What follows belongs to an exercise in optimizing a design on an open flow for small area and a short achievable clock period; a production flow would make more cautious choices.
No run shown here included a check of the RTL's function; only the layout flow was run.
Power and IR drop assume default switching activity.

--- flow/design.v ---
module fa (input a, input b, input c, output s, output co);
    assign s  = a ^ b ^ c;
    assign co = (a & b) | (a & c) | (b & c);
endmodule
module xn2 (input a, input b, output y);
    assign y = ~(a ^ b);
endmodule
module or2 (input a, input b, output y);
    assign y = a | b;
endmodule
module fa1 (input a, input b, output s, output co);
    xn2 u_s (.a(a), .b(b), .y(s));
    or2 u_c (.a(a), .b(b), .y(co));
endmodule
module ha (input a, input b, output s, output co);
    assign s  = a ^ b;
    assign co = a & b;
endmodule
module ks18 (input [17:0] a, input [17:0] b, output [17:0] s);
    localparam W = 18;
    localparam L = 5;
    wire [W-1:0] g [0:L];
    wire [W-1:0] p [0:L];
    assign g[0] = a & b;
    assign p[0] = a ^ b;
    genvar l, i;
    generate for (l = 0; l < L; l = l + 1) begin : g_l
        for (i = 0; i < W; i = i + 1) begin : g_i
            if (i >= (1 << l)) begin : g_m
                assign g[l+1][i] = g[l][i] | (p[l][i] & g[l][i-(1<<l)]);
                assign p[l+1][i] = p[l][i] & p[l][i-(1<<l)];
            end else begin : g_k
                assign g[l+1][i] = g[l][i];
                assign p[l+1][i] = p[l][i];
            end
        end
    end endgenerate
    assign s = p[0] ^ {g[L][W-2:0], 1'b0};
endmodule
module addhi (input [39:0] a, input [39:0] b, input ci, output [39:0] s);
    localparam W = 40;
    localparam L = 6;
    wire [W-1:0] g [0:L];
    wire [W-1:0] p [0:L];
    wire [W-1:0] p0 = a ^ b;
    wire [W-1:0] g0 = a & b;
    assign g[0] = {g0[W-1:1], g0[0] | (p0[0] & ci)};
    assign p[0] = p0;
    genvar l, i;
    generate for (l = 0; l < L; l = l + 1) begin : g_l
        for (i = 0; i < W; i = i + 1) begin : g_i
            if ((i >> l) % 2 == 1) begin : g_m
                assign g[l+1][i] = g[l][i] | (p[l][i] & g[l][((i >> (l+1)) << (l+1)) + (1 << l) - 1]);
                assign p[l+1][i] = p[l][i] & p[l][((i >> (l+1)) << (l+1)) + (1 << l) - 1];
            end else begin : g_k
                assign g[l+1][i] = g[l][i];
                assign p[l+1][i] = p[l][i];
            end
        end
    end endgenerate
    assign s = p0 ^ {g[L][W-2:0], ci};
endmodule
module DSP (a,b,c,d,clk,rst_n,p);
    parameter OPERATION = "ADD" ;
    input [17:0] a,b,d;
    input [47:0] c;
    input clk,rst_n;
    output reg [47:0] p;
    wire [19:0] ax = {2'b00, a};
    reg [8:0] bo, bt, bn;
    reg bz;
    reg [17:0] s1;
    wire [17:0] s0;
    ks18 u_pre (.a(b), .b(d), .s(s0));
    reg [115:0] x;
    wire [115:0] xe = x;
    reg [47:0] r0;
    reg [47:8] r1;
    reg rc;
    wire [47:0] cd = {c[47:36] - 12'd1, c[35:0]};
    wire [115:0] xn;
    wire [8:0] nn = ~bn;
    wire [18:0] sx = {1'b0, s1};
    wire [18:0] sy = {s1, 1'b0};
    wire [17:0] pz = {18{bz}} & s1;
    wire [18:0] pp0 = (({19{bo[0]}} & sx) | ({19{bt[0]}} & sy)) ^ {19{bn[0]}};
    wire [18:0] pp1 = (({19{bo[1]}} & sx) | ({19{bt[1]}} & sy)) ^ {19{bn[1]}};
    wire [18:0] pp2 = (({19{bo[2]}} & sx) | ({19{bt[2]}} & sy)) ^ {19{bn[2]}};
    wire [18:0] pp3 = (({19{bo[3]}} & sx) | ({19{bt[3]}} & sy)) ^ {19{bn[3]}};
    wire [18:0] pp4 = (({19{bo[4]}} & sx) | ({19{bt[4]}} & sy)) ^ {19{bn[4]}};
    wire [18:0] pp5 = (({19{bo[5]}} & sx) | ({19{bt[5]}} & sy)) ^ {19{bn[5]}};
    wire [18:0] pp6 = (({19{bo[6]}} & sx) | ({19{bt[6]}} & sy)) ^ {19{bn[6]}};
    wire [18:0] pp7 = (({19{bo[7]}} & sx) | ({19{bt[7]}} & sy)) ^ {19{bn[7]}};
    wire [18:0] pp8 = (({19{bo[8]}} & sx) | ({19{bt[8]}} & sy)) ^ {19{bn[8]}};
    wire hs1, hk1;
    wire fs1, fk1;
    wire hs2, hk2;
    wire fs2, fk2;
    wire fs3, fk3;
    wire fs4, fk4;
    wire hs3, hk3;
    wire fs5, fk5;
    wire fs6, fk6;
    wire fs7, fk7;
    wire fs8, fk8;
    wire hs4, hk4;
    wire fs9, fk9;
    wire fs10, fk10;
    wire fs11, fk11;
    wire fs12, fk12;
    wire fs13, fk13;
    wire fs14, fk14;
    wire hs5, hk5;
    wire fs15, fk15;
    wire fs16, fk16;
    wire fs17, fk17;
    wire fs18, fk18;
    wire fs19, fk19;
    wire fs20, fk20;
    wire fs21, fk21;
    wire hs6, hk6;
    wire fs22, fk22;
    wire fs23, fk23;
    wire fs24, fk24;
    wire fs25, fk25;
    wire fs26, fk26;
    wire fs27, fk27;
    wire fs28, fk28;
    wire fs29, fk29;
    wire fs30, fk30;
    wire gs1, gk1;
    wire fs31, fk31;
    wire fs32, fk32;
    wire hs7, hk7;
    wire gs2, gk2;
    wire fs33, fk33;
    wire fs34, fk34;
    wire fs35, fk35;
    wire fs36, fk36;
    wire fs37, fk37;
    wire gs3, gk3;
    wire fs38, fk38;
    wire fs39, fk39;
    wire fs40, fk40;
    wire fs41, fk41;
    wire hs8, hk8;
    wire gs4, gk4;
    wire fs42, fk42;
    wire hs9, hk9;
    wire fs43, fk43;
    wire fs44, fk44;
    wire gs5, gk5;
    wire fs45, fk45;
    wire fs46, fk46;
    wire fs47, fk47;
    wire gs6, gk6;
    wire fs48, fk48;
    wire fs49, fk49;
    wire hs10, hk10;
    wire gs7, gk7;
    wire hs11, hk11;
    wire fs50, fk50;
    wire gs8, gk8;
    wire fs51, fk51;
    wire gs9, gk9;
    wire hs12, hk12;
    wire hs13, hk13;
    wire hs14, hk14;
    wire fs52, fk52;
    wire hs15, hk15;
    wire fs53, fk53;
    wire fs54, fk54;
    wire fs55, fk55;
    wire fs56, fk56;
    wire fs57, fk57;
    wire hs16, hk16;
    wire fs58, fk58;
    wire fs59, fk59;
    wire hs17, hk17;
    wire fs60, fk60;
    wire fs61, fk61;
    wire fs62, fk62;
    wire hs18, hk18;
    wire fs63, fk63;
    wire fs64, fk64;
    wire fs65, fk65;
    wire fs66, fk66;
    wire fs67, fk67;
    wire fs68, fk68;
    wire fs69, fk69;
    wire fs70, fk70;
    wire fs71, fk71;
    wire fs72, fk72;
    wire fs73, fk73;
    wire fs74, fk74;
    wire hs19, hk19;
    wire fs75, fk75;
    wire fs76, fk76;
    wire fs77, fk77;
    wire fs78, fk78;
    wire fs79, fk79;
    wire fs80, fk80;
    wire fs81, fk81;
    wire fs82, fk82;
    wire fs83, fk83;
    wire fs84, fk84;
    wire fs85, fk85;
    wire hs20, hk20;
    wire fs86, fk86;
    wire fs87, fk87;
    wire fs88, fk88;
    wire fs89, fk89;
    wire fs90, fk90;
    wire fs91, fk91;
    wire hs21, hk21;
    wire hs22, hk22;
    wire hs23, hk23;
    wire hs24, hk24;
    wire hs25, hk25;
    wire fs92, fk92;
    wire fs93, fk93;
    wire fs94, fk94;
    wire fs95, fk95;
    wire hs26, hk26;
    wire fs96, fk96;
    wire hs27, hk27;
    wire fs97, fk97;
    wire fs98, fk98;
    wire fs99, fk99;
    wire fs100, fk100;
    wire fs101, fk101;
    wire fs102, fk102;
    wire fs103, fk103;
    wire fs104, fk104;
    wire fs105, fk105;
    wire hs28, hk28;
    wire fs106, fk106;
    wire hs29, hk29;
    wire fs107, fk107;
    wire hs30, hk30;
    wire fs108, fk108;
    wire hs31, hk31;
    wire fs109, fk109;
    wire hs32, hk32;
    wire fs110, fk110;
    wire hs33, hk33;
    wire fs111, fk111;
    wire hs34, hk34;
    wire hs35, hk35;
    wire hs36, hk36;
    wire hs37, hk37;
    wire hs38, hk38;
    wire fs112, fk112;
    wire fs113, fk113;
    wire fs114, fk114;
    wire fs115, fk115;
    wire fs116, fk116;
    wire fs117, fk117;
    wire fs118, fk118;
    wire fs119, fk119;
    wire fs120, fk120;
    wire fs121, fk121;
    wire fs122, fk122;
    wire fs123, fk123;
    wire fs124, fk124;
    wire fs125, fk125;
    wire fs126, fk126;
    wire fs127, fk127;
    wire fs128, fk128;
    wire fs129, fk129;
    wire fs130, fk130;
    wire fs131, fk131;
    wire fs132, fk132;
    wire fs133, fk133;
    wire fs134, fk134;
    wire fs135, fk135;
    wire hs39, hk39;
    wire hs40, hk40;
    wire hs41, hk41;
    wire hs42, hk42;
    wire hs43, hk43;
    wire hs44, hk44;
    wire fs136, fk136;
    wire fs137, fk137;
    wire fs138, fk138;
    wire fs139, fk139;
    wire fs140, fk140;
    wire fs141, fk141;
    wire fs142, fk142;
    wire fs143, fk143;
    wire fs144, fk144;
    wire fs145, fk145;
    wire fs146, fk146;
    wire fs147, fk147;
    wire fs148, fk148;
    wire fs149, fk149;
    wire fs150, fk150;
    wire fs151, fk151;
    wire fs152, fk152;
    wire fs153, fk153;
    wire fs154, fk154;
    wire fs155, fk155;
    wire fs156, fk156;
    wire fs157, fk157;
    wire fs158, fk158;
    wire fs159, fk159;
    wire fs160, fk160;
    wire fs161, fk161;
    wire fs162, fk162;
    wire fs163, fk163;
    wire fs164, fk164;
    wire fs165, fk165;
    wire fs166, fk166;
    wire fs167, fk167;
    wire fs168, fk168;
    wire hs45, hk45;
    ha h1 (.a(pp0[0]), .b(bn[0]), .s(hs1), .co(hk1));
    fa u1 (.a(pp0[2]), .b(pp1[0]), .c(bn[1]), .s(fs1), .co(fk1));
    ha h2 (.a(pp0[3]), .b(pp1[1]), .s(hs2), .co(hk2));
    fa u2 (.a(pp0[4]), .b(pp1[2]), .c(pp2[0]), .s(fs2), .co(fk2));
    fa u3 (.a(pp0[5]), .b(pp1[3]), .c(pp2[1]), .s(fs3), .co(fk3));
    fa u4 (.a(pp0[6]), .b(pp1[4]), .c(pp2[2]), .s(fs4), .co(fk4));
    ha h3 (.a(pp3[0]), .b(bn[3]), .s(hs3), .co(hk3));
    fa u5 (.a(pp0[7]), .b(pp1[5]), .c(pp2[3]), .s(fs5), .co(fk5));
    fa u6 (.a(pp0[8]), .b(pp1[6]), .c(pp2[4]), .s(fs6), .co(fk6));
    fa u7 (.a(pp3[2]), .b(pp4[0]), .c(bn[4]), .s(fs7), .co(fk7));
    fa u8 (.a(pp0[9]), .b(pp1[7]), .c(pp2[5]), .s(fs8), .co(fk8));
    ha h4 (.a(pp3[3]), .b(pp4[1]), .s(hs4), .co(hk4));
    fa u9 (.a(pp0[10]), .b(pp1[8]), .c(pp2[6]), .s(fs9), .co(fk9));
    fa u10 (.a(pp3[4]), .b(pp4[2]), .c(pp5[0]), .s(fs10), .co(fk10));
    fa u11 (.a(pp0[11]), .b(pp1[9]), .c(pp2[7]), .s(fs11), .co(fk11));
    fa u12 (.a(pp3[5]), .b(pp4[3]), .c(pp5[1]), .s(fs12), .co(fk12));
    fa u13 (.a(pp0[12]), .b(pp1[10]), .c(pp2[8]), .s(fs13), .co(fk13));
    fa u14 (.a(pp3[6]), .b(pp4[4]), .c(pp5[2]), .s(fs14), .co(fk14));
    ha h5 (.a(pp6[0]), .b(bn[6]), .s(hs5), .co(hk5));
    fa u15 (.a(pp0[13]), .b(pp1[11]), .c(pp2[9]), .s(fs15), .co(fk15));
    fa u16 (.a(pp3[7]), .b(pp4[5]), .c(pp5[3]), .s(fs16), .co(fk16));
    fa u17 (.a(pp0[14]), .b(pp1[12]), .c(pp2[10]), .s(fs17), .co(fk17));
    fa u18 (.a(pp3[8]), .b(pp4[6]), .c(pp5[4]), .s(fs18), .co(fk18));
    fa u19 (.a(pp6[2]), .b(pp7[0]), .c(bn[7]), .s(fs19), .co(fk19));
    fa u20 (.a(pp0[15]), .b(pp1[13]), .c(pp2[11]), .s(fs20), .co(fk20));
    fa u21 (.a(pp3[9]), .b(pp4[7]), .c(pp5[5]), .s(fs21), .co(fk21));
    ha h6 (.a(pp6[3]), .b(pp7[1]), .s(hs6), .co(hk6));
    fa u22 (.a(pp0[16]), .b(pp1[14]), .c(pp2[12]), .s(fs22), .co(fk22));
    fa u23 (.a(pp3[10]), .b(pp4[8]), .c(pp5[6]), .s(fs23), .co(fk23));
    fa u24 (.a(pp6[4]), .b(pp7[2]), .c(pp8[0]), .s(fs24), .co(fk24));
    fa u25 (.a(pp0[17]), .b(pp1[15]), .c(pp2[13]), .s(fs25), .co(fk25));
    fa u26 (.a(pp3[11]), .b(pp4[9]), .c(pp5[7]), .s(fs26), .co(fk26));
    fa u27 (.a(pp6[5]), .b(pp7[3]), .c(pp8[1]), .s(fs27), .co(fk27));
    fa u28 (.a(pp0[18]), .b(pp1[16]), .c(pp2[14]), .s(fs28), .co(fk28));
    fa u29 (.a(pp3[12]), .b(pp4[10]), .c(pp5[8]), .s(fs29), .co(fk29));
    fa u30 (.a(pp6[6]), .b(pp7[4]), .c(pp8[2]), .s(fs30), .co(fk30));
    fa1 v1 (.a(nn[0]), .b(pp1[17]), .s(gs1), .co(gk1));
    fa u31 (.a(pp2[15]), .b(pp3[13]), .c(pp4[11]), .s(fs31), .co(fk31));
    fa u32 (.a(pp5[9]), .b(pp6[7]), .c(pp7[5]), .s(fs32), .co(fk32));
    ha h7 (.a(pp8[3]), .b(pz[1]), .s(hs7), .co(hk7));
    fa1 v2 (.a(pp1[18]), .b(pp2[16]), .s(gs2), .co(gk2));
    fa u33 (.a(pp3[14]), .b(pp4[12]), .c(pp5[10]), .s(fs33), .co(fk33));
    fa u34 (.a(pp6[8]), .b(pp7[6]), .c(pp8[4]), .s(fs34), .co(fk34));
    fa u35 (.a(nn[1]), .b(pp2[17]), .c(pp3[15]), .s(fs35), .co(fk35));
    fa u36 (.a(pp4[13]), .b(pp5[11]), .c(pp6[9]), .s(fs36), .co(fk36));
    fa u37 (.a(pp7[7]), .b(pp8[5]), .c(pz[3]), .s(fs37), .co(fk37));
    fa1 v3 (.a(pp2[18]), .b(pp3[16]), .s(gs3), .co(gk3));
    fa u38 (.a(pp4[14]), .b(pp5[12]), .c(pp6[10]), .s(fs38), .co(fk38));
    fa u39 (.a(pp7[8]), .b(pp8[6]), .c(pz[4]), .s(fs39), .co(fk39));
    fa u40 (.a(nn[2]), .b(pp3[17]), .c(pp4[15]), .s(fs40), .co(fk40));
    fa u41 (.a(pp5[13]), .b(pp6[11]), .c(pp7[9]), .s(fs41), .co(fk41));
    ha h8 (.a(pp8[7]), .b(pz[5]), .s(hs8), .co(hk8));
    fa1 v4 (.a(pp3[18]), .b(pp4[16]), .s(gs4), .co(gk4));
    fa u42 (.a(pp5[14]), .b(pp6[12]), .c(pp7[10]), .s(fs42), .co(fk42));
    ha h9 (.a(pp8[8]), .b(pz[6]), .s(hs9), .co(hk9));
    fa u43 (.a(nn[3]), .b(pp4[17]), .c(pp5[15]), .s(fs43), .co(fk43));
    fa u44 (.a(pp6[13]), .b(pp7[11]), .c(pp8[9]), .s(fs44), .co(fk44));
    fa1 v5 (.a(pp4[18]), .b(pp5[16]), .s(gs5), .co(gk5));
    fa u45 (.a(pp6[14]), .b(pp7[12]), .c(pp8[10]), .s(fs45), .co(fk45));
    fa u46 (.a(nn[4]), .b(pp5[17]), .c(pp6[15]), .s(fs46), .co(fk46));
    fa u47 (.a(pp7[13]), .b(pp8[11]), .c(pz[9]), .s(fs47), .co(fk47));
    fa1 v6 (.a(pp5[18]), .b(pp6[16]), .s(gs6), .co(gk6));
    fa u48 (.a(pp7[14]), .b(pp8[12]), .c(pz[10]), .s(fs48), .co(fk48));
    fa u49 (.a(nn[5]), .b(pp6[17]), .c(pp7[15]), .s(fs49), .co(fk49));
    ha h10 (.a(pp8[13]), .b(pz[11]), .s(hs10), .co(hk10));
    fa1 v7 (.a(pp6[18]), .b(pp7[16]), .s(gs7), .co(gk7));
    ha h11 (.a(pp8[14]), .b(pz[12]), .s(hs11), .co(hk11));
    fa u50 (.a(nn[6]), .b(pp7[17]), .c(pp8[15]), .s(fs50), .co(fk50));
    fa1 v8 (.a(pp7[18]), .b(pp8[16]), .s(gs8), .co(gk8));
    fa u51 (.a(nn[7]), .b(pp8[17]), .c(pz[15]), .s(fs51), .co(fk51));
    fa1 v9 (.a(pp8[18]), .b(pz[16]), .s(gs9), .co(gk9));
    ha h12 (.a(nn[8]), .b(pz[17]), .s(hs12), .co(hk12));
    ha h13 (.a(hk1), .b(pp0[1]), .s(hs13), .co(hk13));
    ha h14 (.a(fk1), .b(hs2), .s(hs14), .co(hk14));
    fa u52 (.a(hk2), .b(fs2), .c(bn[2]), .s(fs52), .co(fk52));
    ha h15 (.a(fk2), .b(fs3), .s(hs15), .co(hk15));
    fa u53 (.a(fk3), .b(fs4), .c(hs3), .s(fs53), .co(fk53));
    fa u54 (.a(fk4), .b(hk3), .c(fs5), .s(fs54), .co(fk54));
    fa u55 (.a(fk5), .b(fs6), .c(fs7), .s(fs55), .co(fk55));
    fa u56 (.a(fk6), .b(fk7), .c(fs8), .s(fs56), .co(fk56));
    fa u57 (.a(fk8), .b(hk4), .c(fs9), .s(fs57), .co(fk57));
    ha h16 (.a(fs10), .b(bn[5]), .s(hs16), .co(hk16));
    fa u58 (.a(fk9), .b(fk10), .c(fs11), .s(fs58), .co(fk58));
    fa u59 (.a(fk11), .b(fk12), .c(fs13), .s(fs59), .co(fk59));
    ha h17 (.a(fs14), .b(hs5), .s(hs17), .co(hk17));
    fa u60 (.a(fk13), .b(fk14), .c(hk5), .s(fs60), .co(fk60));
    fa u61 (.a(fs15), .b(fs16), .c(pp6[1]), .s(fs61), .co(fk61));
    fa u62 (.a(fk15), .b(fk16), .c(fs17), .s(fs62), .co(fk62));
    ha h18 (.a(fs18), .b(fs19), .s(hs18), .co(hk18));
    fa u63 (.a(fk17), .b(fk18), .c(fk19), .s(fs63), .co(fk63));
    fa u64 (.a(fs20), .b(fs21), .c(hs6), .s(fs64), .co(fk64));
    fa u65 (.a(fk20), .b(fk21), .c(hk6), .s(fs65), .co(fk65));
    fa u66 (.a(fs22), .b(fs23), .c(fs24), .s(fs66), .co(fk66));
    fa u67 (.a(fk22), .b(fk23), .c(fk24), .s(fs67), .co(fk67));
    fa u68 (.a(fs25), .b(fs26), .c(fs27), .s(fs68), .co(fk68));
    fa u69 (.a(fk25), .b(fk26), .c(fk27), .s(fs69), .co(fk69));
    fa u70 (.a(fs28), .b(fs29), .c(fs30), .s(fs70), .co(fk70));
    fa u71 (.a(fk28), .b(fk29), .c(fk30), .s(fs71), .co(fk71));
    fa u72 (.a(gs1), .b(fs31), .c(fs32), .s(fs72), .co(fk72));
    fa u73 (.a(gk1), .b(fk31), .c(fk32), .s(fs73), .co(fk73));
    fa u74 (.a(hk7), .b(gs2), .c(fs33), .s(fs74), .co(fk74));
    ha h19 (.a(fs34), .b(pz[2]), .s(hs19), .co(hk19));
    fa u75 (.a(gk2), .b(fk33), .c(fk34), .s(fs75), .co(fk75));
    fa u76 (.a(fs35), .b(fs36), .c(fs37), .s(fs76), .co(fk76));
    fa u77 (.a(fk35), .b(fk36), .c(fk37), .s(fs77), .co(fk77));
    fa u78 (.a(gs3), .b(fs38), .c(fs39), .s(fs78), .co(fk78));
    fa u79 (.a(gk3), .b(fk38), .c(fk39), .s(fs79), .co(fk79));
    fa u80 (.a(fs40), .b(fs41), .c(hs8), .s(fs80), .co(fk80));
    fa u81 (.a(fk40), .b(fk41), .c(hk8), .s(fs81), .co(fk81));
    fa u82 (.a(gs4), .b(fs42), .c(hs9), .s(fs82), .co(fk82));
    fa u83 (.a(gk4), .b(fk42), .c(hk9), .s(fs83), .co(fk83));
    fa u84 (.a(fs43), .b(fs44), .c(pz[7]), .s(fs84), .co(fk84));
    fa u85 (.a(fk43), .b(fk44), .c(gs5), .s(fs85), .co(fk85));
    ha h20 (.a(fs45), .b(pz[8]), .s(hs20), .co(hk20));
    fa u86 (.a(gk5), .b(fk45), .c(fs46), .s(fs86), .co(fk86));
    fa u87 (.a(fk46), .b(fk47), .c(gs6), .s(fs87), .co(fk87));
    fa u88 (.a(gk6), .b(fk48), .c(fs49), .s(fs88), .co(fk88));
    fa u89 (.a(fk49), .b(hk10), .c(gs7), .s(fs89), .co(fk89));
    fa u90 (.a(gk7), .b(hk11), .c(fs50), .s(fs90), .co(fk90));
    fa u91 (.a(fk50), .b(gs8), .c(pz[14]), .s(fs91), .co(fk91));
    ha h21 (.a(gk8), .b(fs51), .s(hs21), .co(hk21));
    ha h22 (.a(fk51), .b(gs9), .s(hs22), .co(hk22));
    ha h23 (.a(gk9), .b(hs12), .s(hs23), .co(hk23));
    ha h24 (.a(xe[22]), .b(xe[23]), .s(hs24), .co(hk24));
    ha h25 (.a(xe[26]), .b(xe[27]), .s(hs25), .co(hk25));
    fa u92 (.a(xe[29]), .b(xe[30]), .c(xe[31]), .s(fs92), .co(fk92));
    fa u93 (.a(xe[33]), .b(xe[34]), .c(xe[35]), .s(fs93), .co(fk93));
    fa u94 (.a(xe[37]), .b(xe[38]), .c(xe[39]), .s(fs94), .co(fk94));
    fa u95 (.a(xe[41]), .b(xe[42]), .c(xe[43]), .s(fs95), .co(fk95));
    ha h26 (.a(xe[44]), .b(xe[45]), .s(hs26), .co(hk26));
    fa u96 (.a(xe[46]), .b(xe[47]), .c(xe[48]), .s(fs96), .co(fk96));
    ha h27 (.a(xe[49]), .b(cd[17]), .s(hs27), .co(hk27));
    fa u97 (.a(xe[50]), .b(xe[51]), .c(xe[52]), .s(fs97), .co(fk97));
    fa u98 (.a(xe[53]), .b(xe[54]), .c(cd[18]), .s(fs98), .co(fk98));
    fa u99 (.a(xe[55]), .b(xe[56]), .c(xe[57]), .s(fs99), .co(fk99));
    fa u100 (.a(xe[58]), .b(xe[59]), .c(cd[19]), .s(fs100), .co(fk100));
    fa u101 (.a(xe[60]), .b(xe[61]), .c(xe[62]), .s(fs101), .co(fk101));
    fa u102 (.a(xe[63]), .b(xe[64]), .c(cd[20]), .s(fs102), .co(fk102));
    fa u103 (.a(xe[65]), .b(xe[66]), .c(xe[67]), .s(fs103), .co(fk103));
    fa u104 (.a(xe[68]), .b(xe[69]), .c(cd[21]), .s(fs104), .co(fk104));
    fa u105 (.a(xe[70]), .b(xe[71]), .c(xe[72]), .s(fs105), .co(fk105));
    ha h28 (.a(xe[73]), .b(cd[22]), .s(hs28), .co(hk28));
    fa u106 (.a(xe[74]), .b(xe[75]), .c(xe[76]), .s(fs106), .co(fk106));
    ha h29 (.a(xe[77]), .b(cd[23]), .s(hs29), .co(hk29));
    fa u107 (.a(xe[78]), .b(xe[79]), .c(xe[80]), .s(fs107), .co(fk107));
    ha h30 (.a(xe[81]), .b(cd[24]), .s(hs30), .co(hk30));
    fa u108 (.a(xe[82]), .b(xe[83]), .c(xe[84]), .s(fs108), .co(fk108));
    ha h31 (.a(xe[85]), .b(cd[25]), .s(hs31), .co(hk31));
    fa u109 (.a(xe[86]), .b(xe[87]), .c(xe[88]), .s(fs109), .co(fk109));
    ha h32 (.a(xe[89]), .b(cd[26]), .s(hs32), .co(hk32));
    fa u110 (.a(xe[90]), .b(xe[91]), .c(xe[92]), .s(fs110), .co(fk110));
    ha h33 (.a(xe[93]), .b(cd[27]), .s(hs33), .co(hk33));
    fa u111 (.a(xe[94]), .b(xe[95]), .c(xe[96]), .s(fs111), .co(fk111));
    ha h34 (.a(xe[97]), .b(xe[98]), .s(hs34), .co(hk34));
    ha h35 (.a(xe[100]), .b(xe[101]), .s(hs35), .co(hk35));
    ha h36 (.a(xe[103]), .b(xe[104]), .s(hs36), .co(hk36));
    ha h37 (.a(xe[11]), .b(xe[12]), .s(hs37), .co(hk37));
    ha h38 (.a(xe[14]), .b(xe[15]), .s(hs38), .co(hk38));
    fa u112 (.a(xe[16]), .b(xe[17]), .c(xe[18]), .s(fs112), .co(fk112));
    fa u113 (.a(xe[19]), .b(xe[20]), .c(xe[21]), .s(fs113), .co(fk113));
    fa u114 (.a(xe[24]), .b(xe[25]), .c(cd[11]), .s(fs114), .co(fk114));
    fa u115 (.a(xe[28]), .b(cd[12]), .c(hk24), .s(fs115), .co(fk115));
    fa u116 (.a(xe[32]), .b(cd[13]), .c(hk25), .s(fs116), .co(fk116));
    fa u117 (.a(xe[36]), .b(cd[14]), .c(fk92), .s(fs117), .co(fk117));
    fa u118 (.a(xe[40]), .b(cd[15]), .c(fk93), .s(fs118), .co(fk118));
    fa u119 (.a(cd[16]), .b(fk94), .c(fs95), .s(fs119), .co(fk119));
    fa u120 (.a(fk95), .b(hk26), .c(fs96), .s(fs120), .co(fk120));
    fa u121 (.a(fk96), .b(hk27), .c(fs97), .s(fs121), .co(fk121));
    fa u122 (.a(fk97), .b(fk98), .c(fs99), .s(fs122), .co(fk122));
    fa u123 (.a(fk99), .b(fk100), .c(fs101), .s(fs123), .co(fk123));
    fa u124 (.a(fk101), .b(fk102), .c(fs103), .s(fs124), .co(fk124));
    fa u125 (.a(fk103), .b(fk104), .c(fs105), .s(fs125), .co(fk125));
    fa u126 (.a(fk105), .b(hk28), .c(fs106), .s(fs126), .co(fk126));
    fa u127 (.a(fk106), .b(hk29), .c(fs107), .s(fs127), .co(fk127));
    fa u128 (.a(fk107), .b(hk30), .c(fs108), .s(fs128), .co(fk128));
    fa u129 (.a(fk108), .b(hk31), .c(fs109), .s(fs129), .co(fk129));
    fa u130 (.a(fk109), .b(hk32), .c(fs110), .s(fs130), .co(fk130));
    fa u131 (.a(cd[28]), .b(fk110), .c(hk33), .s(fs131), .co(fk131));
    fa u132 (.a(xe[99]), .b(cd[29]), .c(fk111), .s(fs132), .co(fk132));
    fa u133 (.a(xe[102]), .b(cd[30]), .c(hk34), .s(fs133), .co(fk133));
    fa u134 (.a(xe[105]), .b(cd[31]), .c(hk35), .s(fs134), .co(fk134));
    fa u135 (.a(xe[106]), .b(xe[107]), .c(cd[32]), .s(fs135), .co(fk135));
    ha h39 (.a(xe[108]), .b(xe[109]), .s(hs39), .co(hk39));
    ha h40 (.a(xe[110]), .b(xe[111]), .s(hs40), .co(hk40));
    ha h41 (.a(xe[112]), .b(xe[113]), .s(hs41), .co(hk41));
    ha h42 (.a(xe[114]), .b(xe[115]), .s(hs42), .co(hk42));
    ha h43 (.a(xe[2]), .b(xe[3]), .s(hs43), .co(hk43));
    ha h44 (.a(xe[4]), .b(cd[3]), .s(hs44), .co(hk44));
    fa u136 (.a(xe[5]), .b(xe[6]), .c(cd[4]), .s(fs136), .co(fk136));
    fa u137 (.a(xe[7]), .b(xe[8]), .c(cd[5]), .s(fs137), .co(fk137));
    fa u138 (.a(xe[9]), .b(xe[10]), .c(cd[6]), .s(fs138), .co(fk138));
    fa u139 (.a(xe[13]), .b(cd[7]), .c(hs37), .s(fs139), .co(fk139));
    fa u140 (.a(cd[8]), .b(hk37), .c(hs38), .s(fs140), .co(fk140));
    fa u141 (.a(cd[9]), .b(hk38), .c(fs112), .s(fs141), .co(fk141));
    fa u142 (.a(cd[10]), .b(fk112), .c(fs113), .s(fs142), .co(fk142));
    fa u143 (.a(hs24), .b(fk113), .c(fs114), .s(fs143), .co(fk143));
    fa u144 (.a(hs25), .b(fk114), .c(fs115), .s(fs144), .co(fk144));
    fa u145 (.a(fs92), .b(fk115), .c(fs116), .s(fs145), .co(fk145));
    fa u146 (.a(fs93), .b(fk116), .c(fs117), .s(fs146), .co(fk146));
    fa u147 (.a(fs94), .b(fk117), .c(fs118), .s(fs147), .co(fk147));
    fa u148 (.a(hs26), .b(fk118), .c(fs119), .s(fs148), .co(fk148));
    fa u149 (.a(hs27), .b(fk119), .c(fs120), .s(fs149), .co(fk149));
    fa u150 (.a(fs98), .b(fk120), .c(fs121), .s(fs150), .co(fk150));
    fa u151 (.a(fs100), .b(fk121), .c(fs122), .s(fs151), .co(fk151));
    fa u152 (.a(fs102), .b(fk122), .c(fs123), .s(fs152), .co(fk152));
    fa u153 (.a(fs104), .b(fk123), .c(fs124), .s(fs153), .co(fk153));
    fa u154 (.a(hs28), .b(fk124), .c(fs125), .s(fs154), .co(fk154));
    fa u155 (.a(hs29), .b(fk125), .c(fs126), .s(fs155), .co(fk155));
    fa u156 (.a(hs30), .b(fk126), .c(fs127), .s(fs156), .co(fk156));
    fa u157 (.a(hs31), .b(fk127), .c(fs128), .s(fs157), .co(fk157));
    fa u158 (.a(hs32), .b(fk128), .c(fs129), .s(fs158), .co(fk158));
    fa u159 (.a(hs33), .b(fk129), .c(fs130), .s(fs159), .co(fk159));
    fa u160 (.a(fs111), .b(fk130), .c(fs131), .s(fs160), .co(fk160));
    fa u161 (.a(hs34), .b(fk131), .c(fs132), .s(fs161), .co(fk161));
    fa u162 (.a(hs35), .b(fk132), .c(fs133), .s(fs162), .co(fk162));
    fa u163 (.a(hs36), .b(fk133), .c(fs134), .s(fs163), .co(fk163));
    fa u164 (.a(hk36), .b(fk134), .c(fs135), .s(fs164), .co(fk164));
    fa u165 (.a(cd[33]), .b(fk135), .c(hs39), .s(fs165), .co(fk165));
    fa u166 (.a(cd[34]), .b(hk39), .c(hs40), .s(fs166), .co(fk166));
    fa u167 (.a(cd[35]), .b(hk40), .c(hs41), .s(fs167), .co(fk167));
    fa u168 (.a(cd[36]), .b(hk41), .c(hs42), .s(fs168), .co(fk168));
    ha h45 (.a(cd[37]), .b(hk42), .s(hs45), .co(hk45));
    assign xn[0] = hs1;
    assign xn[1] = hs13;
    assign xn[2] = hk13;
    assign xn[3] = fs1;
    assign xn[4] = hs14;
    assign xn[5] = hk14;
    assign xn[6] = fs52;
    assign xn[7] = fk52;
    assign xn[8] = hs15;
    assign xn[9] = hk15;
    assign xn[10] = fs53;
    assign xn[11] = fk53;
    assign xn[12] = fs54;
    assign xn[13] = pp3[1];
    assign xn[14] = fk54;
    assign xn[15] = fs55;
    assign xn[16] = fk55;
    assign xn[17] = fs56;
    assign xn[18] = hs4;
    assign xn[19] = fk56;
    assign xn[20] = fs57;
    assign xn[21] = hs16;
    assign xn[22] = fk57;
    assign xn[23] = hk16;
    assign xn[24] = fs58;
    assign xn[25] = fs12;
    assign xn[26] = fk58;
    assign xn[27] = fs59;
    assign xn[28] = hs17;
    assign xn[29] = fk59;
    assign xn[30] = hk17;
    assign xn[31] = fs60;
    assign xn[32] = fs61;
    assign xn[33] = fk60;
    assign xn[34] = fk61;
    assign xn[35] = fs62;
    assign xn[36] = hs18;
    assign xn[37] = fk62;
    assign xn[38] = hk18;
    assign xn[39] = fs63;
    assign xn[40] = fs64;
    assign xn[41] = fk63;
    assign xn[42] = fk64;
    assign xn[43] = fs65;
    assign xn[44] = fs66;
    assign xn[45] = bn[8];
    assign xn[46] = fk65;
    assign xn[47] = fk66;
    assign xn[48] = fs67;
    assign xn[49] = fs68;
    assign xn[50] = fk67;
    assign xn[51] = fk68;
    assign xn[52] = fs69;
    assign xn[53] = fs70;
    assign xn[54] = pz[0];
    assign xn[55] = fk69;
    assign xn[56] = fk70;
    assign xn[57] = fs71;
    assign xn[58] = fs72;
    assign xn[59] = hs7;
    assign xn[60] = fk71;
    assign xn[61] = fk72;
    assign xn[62] = fs73;
    assign xn[63] = fs74;
    assign xn[64] = hs19;
    assign xn[65] = fk73;
    assign xn[66] = fk74;
    assign xn[67] = hk19;
    assign xn[68] = fs75;
    assign xn[69] = fs76;
    assign xn[70] = fk75;
    assign xn[71] = fk76;
    assign xn[72] = fs77;
    assign xn[73] = fs78;
    assign xn[74] = fk77;
    assign xn[75] = fk78;
    assign xn[76] = fs79;
    assign xn[77] = fs80;
    assign xn[78] = fk79;
    assign xn[79] = fk80;
    assign xn[80] = fs81;
    assign xn[81] = fs82;
    assign xn[82] = fk81;
    assign xn[83] = fk82;
    assign xn[84] = fs83;
    assign xn[85] = fs84;
    assign xn[86] = fk83;
    assign xn[87] = fk84;
    assign xn[88] = fs85;
    assign xn[89] = hs20;
    assign xn[90] = fk85;
    assign xn[91] = hk20;
    assign xn[92] = fs86;
    assign xn[93] = fs47;
    assign xn[94] = fk86;
    assign xn[95] = fs87;
    assign xn[96] = fs48;
    assign xn[97] = fk87;
    assign xn[98] = fs88;
    assign xn[99] = hs10;
    assign xn[100] = fk88;
    assign xn[101] = fs89;
    assign xn[102] = hs11;
    assign xn[103] = fk89;
    assign xn[104] = fs90;
    assign xn[105] = pz[13];
    assign xn[106] = fk90;
    assign xn[107] = fs91;
    assign xn[108] = fk91;
    assign xn[109] = hs21;
    assign xn[110] = hk21;
    assign xn[111] = hs22;
    assign xn[112] = hk22;
    assign xn[113] = hs23;
    assign xn[114] = hk23;
    assign xn[115] = hk12;
    wire [47:0] r0n = {cd[47], cd[46], cd[45], cd[44], cd[43], cd[42], cd[41], cd[40], cd[39], cd[38], fk168, fk167, fk166, fk165, fk164, fk163, fk162, fk161, fk160, fk159, fk158, fk157, fk156, fk155, fk154, fk153, fk152, fk151, fk150, fk149, fk148, fk147, fk146, fk145, fk144, fk143, fk142, fk141, fk140, fk139, fk138, fk137, fk136, hk44, hk43, cd[2], xe[1], xe[0]};
    wire [47:0] r1n = {1'b0, 1'b0, 1'b0, 1'b0, 1'b0, 1'b0, 1'b0, 1'b0, 1'b0, hk45, hs45, fs168, fs167, fs166, fs165, fs164, fs163, fs162, fs161, fs160, fs159, fs158, fs157, fs156, fs155, fs154, fs153, fs152, fs151, fs150, fs149, fs148, fs147, fs146, fs145, fs144, fs143, fs142, fs141, fs140, fs139, fs138, fs137, fs136, hs44, hs43, cd[1], cd[0]};
    always @(posedge clk) s1 <= s0;
    wire [8:0] lo = r0n[7:0] + r1n[7:0];
    wire [40:0] hi; addhi u_hi (.a(r0[47:8]), .b(r1[47:8]), .ci(rc), .s(hi[40:1])); assign hi[0] = 1'b0;
    always @(posedge clk or negedge rst_n) begin
        if (!rst_n) begin
            bo <= 0; bt <= 0; bn <= 0; bz <= 0;
            x <= 116'b00101010100100100100100100010010001000100010001000001100000000000000000000000000000000000000000000000000000000000000; r0 <= 0; r1 <= 0; rc <= 0; p <= 0;
        end else begin
            bo[0] <= ax[0] ^ 1'b0;
            bt[0] <= (ax[1] & ~ax[0] & ~1'b0) | (~ax[1] & ax[0] & 1'b0);
            bn[0] <= ax[1];
            bo[1] <= ax[2] ^ ax[1];
            bt[1] <= (ax[3] & ~ax[2] & ~ax[1]) | (~ax[3] & ax[2] & ax[1]);
            bn[1] <= ax[3];
            bo[2] <= ax[4] ^ ax[3];
            bt[2] <= (ax[5] & ~ax[4] & ~ax[3]) | (~ax[5] & ax[4] & ax[3]);
            bn[2] <= ax[5];
            bo[3] <= ax[6] ^ ax[5];
            bt[3] <= (ax[7] & ~ax[6] & ~ax[5]) | (~ax[7] & ax[6] & ax[5]);
            bn[3] <= ax[7];
            bo[4] <= ax[8] ^ ax[7];
            bt[4] <= (ax[9] & ~ax[8] & ~ax[7]) | (~ax[9] & ax[8] & ax[7]);
            bn[4] <= ax[9];
            bo[5] <= ax[10] ^ ax[9];
            bt[5] <= (ax[11] & ~ax[10] & ~ax[9]) | (~ax[11] & ax[10] & ax[9]);
            bn[5] <= ax[11];
            bo[6] <= ax[12] ^ ax[11];
            bt[6] <= (ax[13] & ~ax[12] & ~ax[11]) | (~ax[13] & ax[12] & ax[11]);
            bn[6] <= ax[13];
            bo[7] <= ax[14] ^ ax[13];
            bt[7] <= (ax[15] & ~ax[14] & ~ax[13]) | (~ax[15] & ax[14] & ax[13]);
            bn[7] <= ax[15];
            bo[8] <= ax[16] ^ ax[15];
            bt[8] <= (ax[17] & ~ax[16] & ~ax[15]) | (~ax[17] & ax[16] & ax[15]);
            bn[8] <= ax[17];
            bz <= a[17];
            x  <= xn;
            r0 <= {r0n[47:8], lo[7:0]};
            r1 <= r1n[47:8];
            rc <= lo[8];
            p  <= {hi[40:1], r0[7:0]};
        end
    end
endmodule
--- flow/flow/run.sh ---
#!/bin/bash
# Standard ORFS layout (the standard.sh, unchanged synthesis), except:
# - the input and output ports are buffered with a plain buf_1 instead of the
#   delay-type buffer that buffer_ports picks by default;
# - clock tree synthesis inserts no dummy load cells.
set -euo pipefail
bash standard.sh \
  "BUFFER_PORTS_ARGS=-buffer_cell sky130_fd_sc_hd__buf_1" \
  "CTS_ARGS=-sink_clustering_enable -repair_clock_nets -sink_clustering_size 16 -sink_clustering_max_diameter 60 -buf_list sky130_fd_sc_hd__clkbuf_8 -dont_use_dummy_load" \
  finish > orfs_make.log 2>&1
--- flow/standard.sh ---
#!/bin/bash
# synth_recipe.tcl (not shown) runs the flow's synth.tcl, then flattens the netlist and writes it again
# the make line also repeats each setting of config.mk as NAME=value (left out here)
make -C /OpenROAD-flow-scripts/flow DESIGN_CONFIG=/design/flow/config.mk WORK_HOME=/design/flow/orfs CLKGATE_MAP_FILE= SYNTH_SCRIPT=/design/flow/synth_recipe.tcl "${@:-finish}"
--- flow/config.mk ---
export PLATFORM = sky130hd
export DESIGN_NAME = DSP
export DESIGN_NICKNAME = DSP
export VERILOG_FILES = /design/flow/design.v
export SDC_FILE = /design/flow/constraint.sdc
export NUM_CORES = 4
export LEC_CHECK = 0
export CAP_MARGIN = 20
export CORE_MARGIN = 2
export CORE_UTILIZATION = 60
export CTS_BUF_LIST = sky130_fd_sc_hd__clkbuf_8
export CTS_CLUSTER_DIAMETER = 60
export CTS_CLUSTER_SIZE = 16
export SETUP_SLACK_MARGIN = 4.5
export SLEW_MARGIN = 20
export SYNTH_HIERARCHICAL = 1
export SYNTH_MINIMUM_KEEP_SIZE = 0
--- flow/constraint.sdc ---
create_clock -name core_clock -period 7.0 [get_ports {clk}]
set_input_delay 1.4000 -clock core_clock [delete_from_list [all_inputs] [get_ports {clk}]]
set_output_delay 1.4000 -clock core_clock [all_outputs]
set_load 0.01 [all_outputs]
==> flow_summary.json, run 1 <==
{
  "hpwl_um": 26400,
  "cp.arrival_ns": 3.29,
  "postRouteAntennaNets": 0,
  "finalCritPeriodShare_pct": 39.9,
  "drtPass1Iterations": 5,
  "vias": 11000,
  "slew_violations": 0,
  "worst_pin_slew_ns": 0.933,
  "synth_top_area_share_pct": 35.7,
  "first_iter_violations": 974,
  "clk_path_buf_depth": 3,
  "num_rows": 63,
  "crit_path_end_kind": "register",
  "synth.distinct_cells": 68,
  "critical_path.max_fanout": 6,
  "avgSynthCellArea_um2": 12.6,
  "final_nets": 1917,
  "cts_hold_buf": 0,
  "cap_violations": 0,
  "viasPerCell": 5.76,
  "numCtsBuffers": 26,
  "clock_sinks": 289,
  "area_growth_pct": 9.83,
  "ir_drop_mv": 0.358,
  "overflow": 0,
  "grt_pass1_wl_um": 61700,
  "nFillCells": 2277,
  "track_usage_pct": 24.9,
  "cts_tree": "done",
  "core_um2": 29400,
  "clk_pin_slew_ns": 0.08,
  "syn-cell-area_um2": 17800,
  "clockRootBuffer": "clkbuf_8",
  "routabilityCongestion": 0.838,
  "grt_max_degree": 170,
  "start_util_pct": 60.5,
  "synth_ff_type": "dfrtp_1",
  "layout-drive-gt1-share_pct": 14.1,
  "synth_common_cells": "dfrtp_1 (254), xnor2_1 (211), fa_1 (177)",
  "leakage_nw": 7.93,
  "cp.required_ns": 7.50,
  "max_freq_ghz": 0.358,
  "synth_area_leaders": "dfrtp_1 (36%), fa_1 (20%), xnor2_1 (10%), ha_1 (7.6%), a22oi_1 (6.5%)",
  "synth_edf_count": 0,
  "yosysSeqAreaShare_pct": 40.2,
  "drt-total-wl_um": 36900,
  "ys_ff_latch": 289,
  "diodes": 0,
  "fin_area_um2": 19600,
  "seq_area_um2": 7210,
  "grt_pass1_vias": 11800,
  "rsz0062_at_grt": "true",
  "io_pins": 152,
  "dieArea_um2": 31100,
  "drc": 0,
  "setup_viol": 0,
  "critical_path_class": "register to register",
  "dp_slack_ns": 4.00,
  "die_w_um": 176,
  "synthArstFlopShare_pct": 93.8,
  "antenna_found_initial": 0,
  "htreeDepth": 1,
  "skew_ns": 0.0554,
  "p_per_area_nw_per_um2": 439,
  "timing.setup.tns_ns": 0,
  "hold_viol": 0,
  "synthCells": 1414,
  "portBuffers": 151,
  "synth.most_common_cell": "dfrtp_1",
  "layout_setup_ws_ns": 4.21,
  "clk_latency_ns": 0.57,
  "placed_area_um2": 18900,
  "outcome": "timing/DRC/antenna clean",
  "synth_warnings": 9,
  "wl_per_cell_um": 19.2,
  "yosysTopAreaCell": "dfrtp_1",
  "die-height_um": 176,
  "min_period_ns": 2.79,
  "hold_class": "register to register",
  "multi_input_comb_area_um2": 10600,
  "worst_setup_path_start_kind": "register",
  "relSlewSlack_pct": 37.8
}
[kinds of logic after synthesis]
kind of cell / Yosys count / share of synthesized area (%)
fa+ha+maj: 285 / 27.5
compound gates: 279 / 11.3
simple gates: 179 / 5.48
buf+inv: 131 / 3.11
xor+xnor: 248 / 12.2
mux: 2 / 0.119
flops: 289 / 40.2
other cells: 1 / 0.0211
[placed cells by master (no fill, tap or decap), drive strengths merged, types with 6 or more instances in the layout]
cell    instances
dfrtp         254
xnor2         211
fa            177
a22oi         153
buf           142
ha            108
nand2          54
clkbuf         54
a21oi          42
inv            38
xor2           37
o21ai          29
and2           19
nor2           19
dfxtp          18
dfstp          17
nor3           14
nand3          13
nand2b         12
or2            11
nand3b         10
a21o           10
conb           10
a211oi          8
or3             6
[final timing paths]
path	depth (start not counted)	slack [ns]	to	start
max in group asynchronous	2	4.88	bo[7]	rst_n
min in group asynchronous	1	0.78	p[10]	rst_n
setup / recovery	12	4.21	p[35]	rc
setup reg to reg	12	4.21	p[35]	rc
hold reg to reg	0	0.36	p[6]	r0[6]
hold / removal	0	0.36	p[6]	r0[6]
[where the power goes]
group,internal (mW),total [mW],switching [mW]
registers,2.51,3.03,0.514
logic,2.24,4.72,2.48
clock network,0.330,0.837,0.507
[worst max-delay path: stages (launching register included)]
cell and delay (ns):
dfrtp_1 0.38, inv_2 0.06, fa_2 0.20, inv_2 0.05
fa_2 0.40, a211oi_4 0.31, nor3_4 0.08, o21ai_4 0.24
a21oi_4 0.12, a41oi_4 0.30, o21ai_2 0.11, or4_1 0.41
nand3_1 0.08
[timing repair]
action,in CTS,in global routing
buffers inserted,4,9
setup endpoints to repair,82,99
gates resized for setup,25,68
pin swaps,13,13
[through the flow]
step | std cells | util [%] | total power [mW] | hold WS [ns]
global placement | 1877 | 64.2 | 7.42 | 0.332
detailed placement | 1877 | 64.2 | 7.62 | 0.336
floorplan | 1423 | - | 6.25 | 0.331
global route | 1916 | 66.5 | 9.50 | 0.361
CTS | 1907 | 65.8 | 8.53 | 0.357
finish | 1916 | 66.5 | 8.58 | 0.355
[layer usage]
metal / wire length (µm) / vias up / GRT usage, %
li1: - / 5006 / -
met1: 17200 / 5603 / 38.9
met2: 16300 / 391 / 37.2
met3: 2930 / 36 / 4.31
met4: 388 / 0 / 4.92
met5: 0 / - / 0
[layout make-up]
type,count,share of cell area (%)
clock buffer,26,1.83
sequential,289,36.9
tap,390,2.50
inverter,38,0.730
timing repair buffer,170,3.94
multi-input combinational,1003,54.1
[modules after synthesis (local to each module, per instance), excerpt]
module / area, µm² / cells inside / copies in the design
ks18: 841 / 115 / 1
xn2: 8.76 / 1 / 9
addhi: 1720 / 215 / 1
ha: 12.5 / 1 / 45
fa: 20.0 / 1 / 168
or2: 6.26 / 1 / 9
DSP: 11200 / 853 / 1
[flip-flops by register name, summed over array words and instances, names as in the netlist]
name  flops
bn        9
p        48
r1       31
s1       18
rc        1
x       116
r0       48
bo        9
bt        9
==> run 2: changes to the inputs <==
--- a/flow/design.v
+++ b/flow/design.v
@@ -37,29 +37,6 @@
     end endgenerate
     assign s = p[0] ^ {g[L][W-2:0], 1'b0};
 endmodule
-module addhi (input [39:0] a, input [39:0] b, input ci, output [39:0] s);
-    localparam W = 40;
-    localparam L = 6;
-    wire [W-1:0] g [0:L];
-    wire [W-1:0] p [0:L];
-    wire [W-1:0] p0 = a ^ b;
-    wire [W-1:0] g0 = a & b;
-    assign g[0] = {g0[W-1:1], g0[0] | (p0[0] & ci)};
-    assign p[0] = p0;
-    genvar l, i;
-    generate for (l = 0; l < L; l = l + 1) begin : g_l
-        for (i = 0; i < W; i = i + 1) begin : g_i
-            if ((i >> l) % 2 == 1) begin : g_m
-                assign g[l+1][i] = g[l][i] | (p[l][i] & g[l][((i >> (l+1)) << (l+1)) + (1 << l) - 1]);
-                assign p[l+1][i] = p[l][i] & p[l][((i >> (l+1)) << (l+1)) + (1 << l) - 1];
-            end else begin : g_k
-                assign g[l+1][i] = g[l][i];
-                assign p[l+1][i] = p[l][i];
-            end
-        end
-    end endgenerate
-    assign s = p0 ^ {g[L][W-2:0], ci};
-endmodule
 module DSP (a,b,c,d,clk,rst_n,p);
     parameter OPERATION = "ADD" ;
     input [17:0] a,b,d;
@@ -73,7 +50,7 @@
     wire [17:0] s0;
     ks18 u_pre (.a(b), .b(d), .s(s0));
     reg [115:0] x;
-    wire [115:0] xe = x;
+    wire [115:0] xe = x ^ 116'b00101010100100100100100100010010001000100010001000001100000000000000000000000000000000000000000000000000000000000000;
     reg [47:0] r0;
     reg [47:8] r1;
     reg rc;
@@ -656,11 +633,11 @@
     wire [47:0] r1n = {1'b0, 1'b0, 1'b0, 1'b0, 1'b0, 1'b0, 1'b0, 1'b0, 1'b0, hk45, hs45, fs168, fs167, fs166, fs165, fs164, fs163, fs162, fs161, fs160, fs159, fs158, fs157, fs156, fs155, fs154, fs153, fs152, fs151, fs150, fs149, fs148, fs147, fs146, fs145, fs144, fs143, fs142, fs141, fs140, fs139, fs138, fs137, fs136, hs44, hs43, cd[1], cd[0]};
     always @(posedge clk) s1 <= s0;
     wire [8:0] lo = r0n[7:0] + r1n[7:0];
-    wire [40:0] hi; addhi u_hi (.a(r0[47:8]), .b(r1[47:8]), .ci(rc), .s(hi[40:1])); assign hi[0] = 1'b0;
+    wire [40:0] hi = {r0[47:8], 1'b1} + {r1[47:8], rc};
     always @(posedge clk or negedge rst_n) begin
         if (!rst_n) begin
             bo <= 0; bt <= 0; bn <= 0; bz <= 0;
-            x <= 116'b00101010100100100100100100010010001000100010001000001100000000000000000000000000000000000000000000000000000000000000; r0 <= 0; r1 <= 0; rc <= 0; p <= 0;
+            x <= 0; r0 <= 0; r1 <= 0; rc <= 0; p <= 0;
         end else begin
             bo[0] <= ax[0] ^ 1'b0;
             bt[0] <= (ax[1] & ~ax[0] & ~1'b0) | (~ax[1] & ax[0] & 1'b0);
@@ -690,7 +667,7 @@
             bt[8] <= (ax[17] & ~ax[16] & ~ax[15]) | (~ax[17] & ax[16] & ax[15]);
             bn[8] <= ax[17];
             bz <= a[17];
-            x  <= xn;
+            x  <= xn ^ 116'b00101010100100100100100100010010001000100010001000001100000000000000000000000000000000000000000000000000000000000000;
             r0 <= {r0n[47:8], lo[7:0]};
             r1 <= r1n[47:8];
             rc <= lo[8];
==> run 2 against run 1 <==
Against the previous run: still clean on timing, DRC and antenna; non-clock buffer count is 5 lower; combinational power is 11% higher; global-route usage is 1.4 points higher; sequential share of layout area is 0.34 points lower; first-iteration DRC count is 11% higher; critical path depth is 4 lower; clock-buffer cell count is 2 lower; clock skew is 0.020 ns lower; sequential cell count stayed put; highest routed layer unchanged.
==> flow_summary.json, run 2 <==
{
  "outcome": "timing/DRC/antenna clean",
  "synth_ff_type": "dfrtp_1",
  "nFillCells": 2312,
  "relSlewSlack_pct": 58.0,
  "dieArea_um2": 31400,
  "track_usage_pct": 26.3,
  "r2r_end": "x[69]",
  "synth_area_leaders": "dfrtp_1 (38%), fa_1 (19%), xnor2_1 (10%), ha_1 (7.1%), a22oi_1 (6.4%)",
  "ir_drop_mv": 0.226,
  "leakage_nw": 8.10,
  "slowest_delay_ns": 0.55,
  "synthArstFlopShare_pct": 93.8,
  "layout-drive-gt1-share_pct": 10.9,
  "wl_per_cell_um": 20.1,
  "rsz0062_at_grt": "true",
  "r2r_setup_slack_ns": 4.64,
  "worst_setup_path_start_kind": "input pin",
  "layout_setup_ws_ns": 4.50,
  "crit_path_end": "rc",
  "hold_viol": 0,
  "final_nets": 1989,
  "portBuffers": 151,
  "synthCells": 1520,
  "synth_common_cells": "dfrtp_1 (271), xnor2_1 (209), fa_1 (171)",
  "area_growth_pct": 9.25,
  "yosysSeqAreaShare_pct": 39.6,
  "synth_edf_count": 0,
  "reg2reg_depth": 5,
  "max_freq_ghz": 0.401,
  "htreeDepth": 1,
  "skew_ns": 0.0359,
  "postRouteAntennaNets": 0,
  "min_period_ns": 2.50,
  "io_pins": 152,
  "final_common_cell": "dfrtp_1",
  "drc": 0,
  "cts_tree": "done",
  "crit_chain": "buf_1 -> fa_1 -> ha_4 -> a21boi_4 -> o21ai_2 -> nand2b_1 -> a21o_1 -> a21o_1",
  "viasPerCell": 5.86,
  "placed_area_um2": 19100,
  "avgSynthCellArea_um2": 11.9,
  "cp.required_ns": 7.46,
  "drt-total-wl_um": 40100,
  "die_w_um": 177,
  "vias": 11700,
  "finalCritPeriodShare_pct": 35.7,
  "synth.most_common_cell": "dfrtp_1",
  "startpoint": "c[4]",
  "largest_register_ffs": 116,
  "timing.setup.tns_ns": 0,
  "clk_latency_ns": 0.55,
  "critPathTopFamily": "adder cells",
  "cp.arrival_ns": 2.96,
  "first_iter_violations": 1085,
  "yosysTopAreaCell": "dfrtp_1",
  "critical_path_class": "input pin to register",
  "final_cell_mix": "dfrtp_1 (251), xnor2_1 (209), fa_1 (157)",
  "clock_sinks": 289,
  "num_rows": 63,
  "clk_pin_slew_ns": 0.10,
  "cts_hold_buf": 0,
  "crit_path_end_kind": "register",
  "critical_path.max_fanout": 2,
  "die-height_um": 177,
  "ys_ff_latch": 289,
  "grt_pass1_vias": 12100,
  "largestRegisters": "x (116), p (48), r0 (48)",
  "path_depth": 8,
  "hold_class": "register to register",
  "grt_pass1_wl_um": 64400,
  "top_register": "x",
  "core_um2": 29600,
  "overflow": 0,
  "setup_viol": 0,
  "crit_top_cell": "a21o_1",
  "hpwl_um": 28600,
  "slew_violations": 0,
  "synth_warnings": 8,
  "drtPass1Iterations": 6,
  "diodes": 0,
  "routabilityCongestion": 0.909,
  "cap_violations": 0,
  "synth.distinct_cells": 62,
  "r2r_start": "bo[5]",
  "worst_pin_slew_ns": 0.624,
  "antenna_found_initial": 0,
  "p_per_area_nw_per_um2": 458,
  "fin_area_um2": 19700,
  "clockRootBuffer": "clkbuf_8",
  "slowest_stage": "fa_1",
  "grt_max_degree": 102,
  "synth_top_area_share_pct": 37.6,
  "dp_slack_ns": 3.82,
  "clk_path_buf_depth": 3,
  "start_util_pct": 60.8,
  "syn-cell-area_um2": 18000,
  "crit_buf_inv": 1,
  "numCtsBuffers": 24
}
## run 2: layout make-up
cell class,instances,area [µm²],share of cell area (%)
Timing Repair Buffer,165,776,3.94
Multi-Input combinational cell,1070,10700,54.2
Inverter,62,233,1.18
Sequential cell,289,7190,36.5
Tap cell,390,488,2.48
Clock buffer,24,330,1.68
## run 2: cells by family after synthesis
family,after synthesis,share of synthesized area [%]
compound gates,331,12.6
buf+inv,161,3.40
simple gates,210,5.85
flops,289,39.6
xor+xnor,253,12.3
fa+ha+maj,273,26.1
mux,3,0.174
## run 2: report_power, final
| group | total, mW | leakage [nW] | internal [mW] | switching (mW) |
|---|---|---|---|---|
| registers | 2.97 | 3.34 | 2.47 | 0.496 |
| clock network | 0.795 | 0.173 | 0.306 | 0.489 |
| logic | 5.25 | 4.59 | 2.35 | 2.89 |
| total | 9.01 | 8.10 | 5.13 | 3.88 |
## run 2: per-stage QoR
step	hold WS, ns	cells	util, %	power (mW)
5_1_grt	0.368	2000	66.4	9.88
6_report	0.359	2000	66.4	9.01
4_1_cts	0.363	1997	65.9	8.95
3_5_place_dp	0.338	1970	64.5	8.12
3_3_place_gp	0.332	1970	64.5	7.92
2_1_floorplan	0.331	1520	-	6.47
## run 2: metal layers
metal  wire [µm]  vias to the layer above  global-route usage, %
li1            -                     5325                      -
met2       17700                      450                   39.2
met3        2980                       50                   5.16
met1       18800                     5892                   40.3
met4         647                        0                   6.01
met5           0                        -                      0
## run 2: how the worst min path moves through the flow
stage                     slack (ns)  depth (start not counted)   from   end
after detailed placement        0.34                          0  r0[5]  p[5]
after CTS                       0.36                          0  r0[5]  p[5]
after floorplan                 0.33                          0  r0[0]  p[0]
after global routing            0.37                          0  r0[3]  p[3]
final                           0.36                          0  r0[2]  p[2]
after global placement          0.33                          0  r0[0]  p[0]
## run 2: Yosys stat by module, one instance, submodules excluded, a selection
module,flops+latches,cells inside
DSP,289,1172
fa,0,1
ha,0,1
ks18,0,117
or2,0,1
xn2,0,1
## run 2: timing repair
action                                  CTS  global route
endpoints found under the setup margin  257            62
buffers inserted                          2             2
cloned                                    1             0
resized for setup                        29            56
pin swaps                                 1             8

==> separate check: timing with driven ports <==
In the flow no input, the clock included, has a driving cell. The finished layouts below were timed again as built, in two steps. Step 1 (the two cells are an assumption about what drives the block):
set clk [get_ports {clk}]
set_driving_cell -lib_cell sky130_fd_sc_hd__clkbuf_16 $clk
set_driving_cell -lib_cell sky130_fd_sc_hd__buf_2 [delete_from_list [all_inputs] $clk]
Step 2 also shifts input and output timing later by t, the mid clock arrival at the registers, as if the neighbouring blocks saw the same clock. a / b / c = ideal / step 1 / step 2; a / b = the first two.
run	t (ns)	setup slack, ns	latest minus earliest clock arrival (ns)	worst register clock-pin slew, ns	worst data-port slew with drivers (ns)
run 1	0.591	4.206 / 4.206 / 4.054	0.059 / 0.059	0.10 / 0.10	0.05
run 2	0.591	4.504 / 4.488 / 3.943	0.042 / 0.042	0.10 / 0.10	0.04
After both steps setup and hold are still met in every run listed. The setup slack of run 2, which loses most, moves by -0.016 ns with the drivers and by -0.561 ns with both steps.
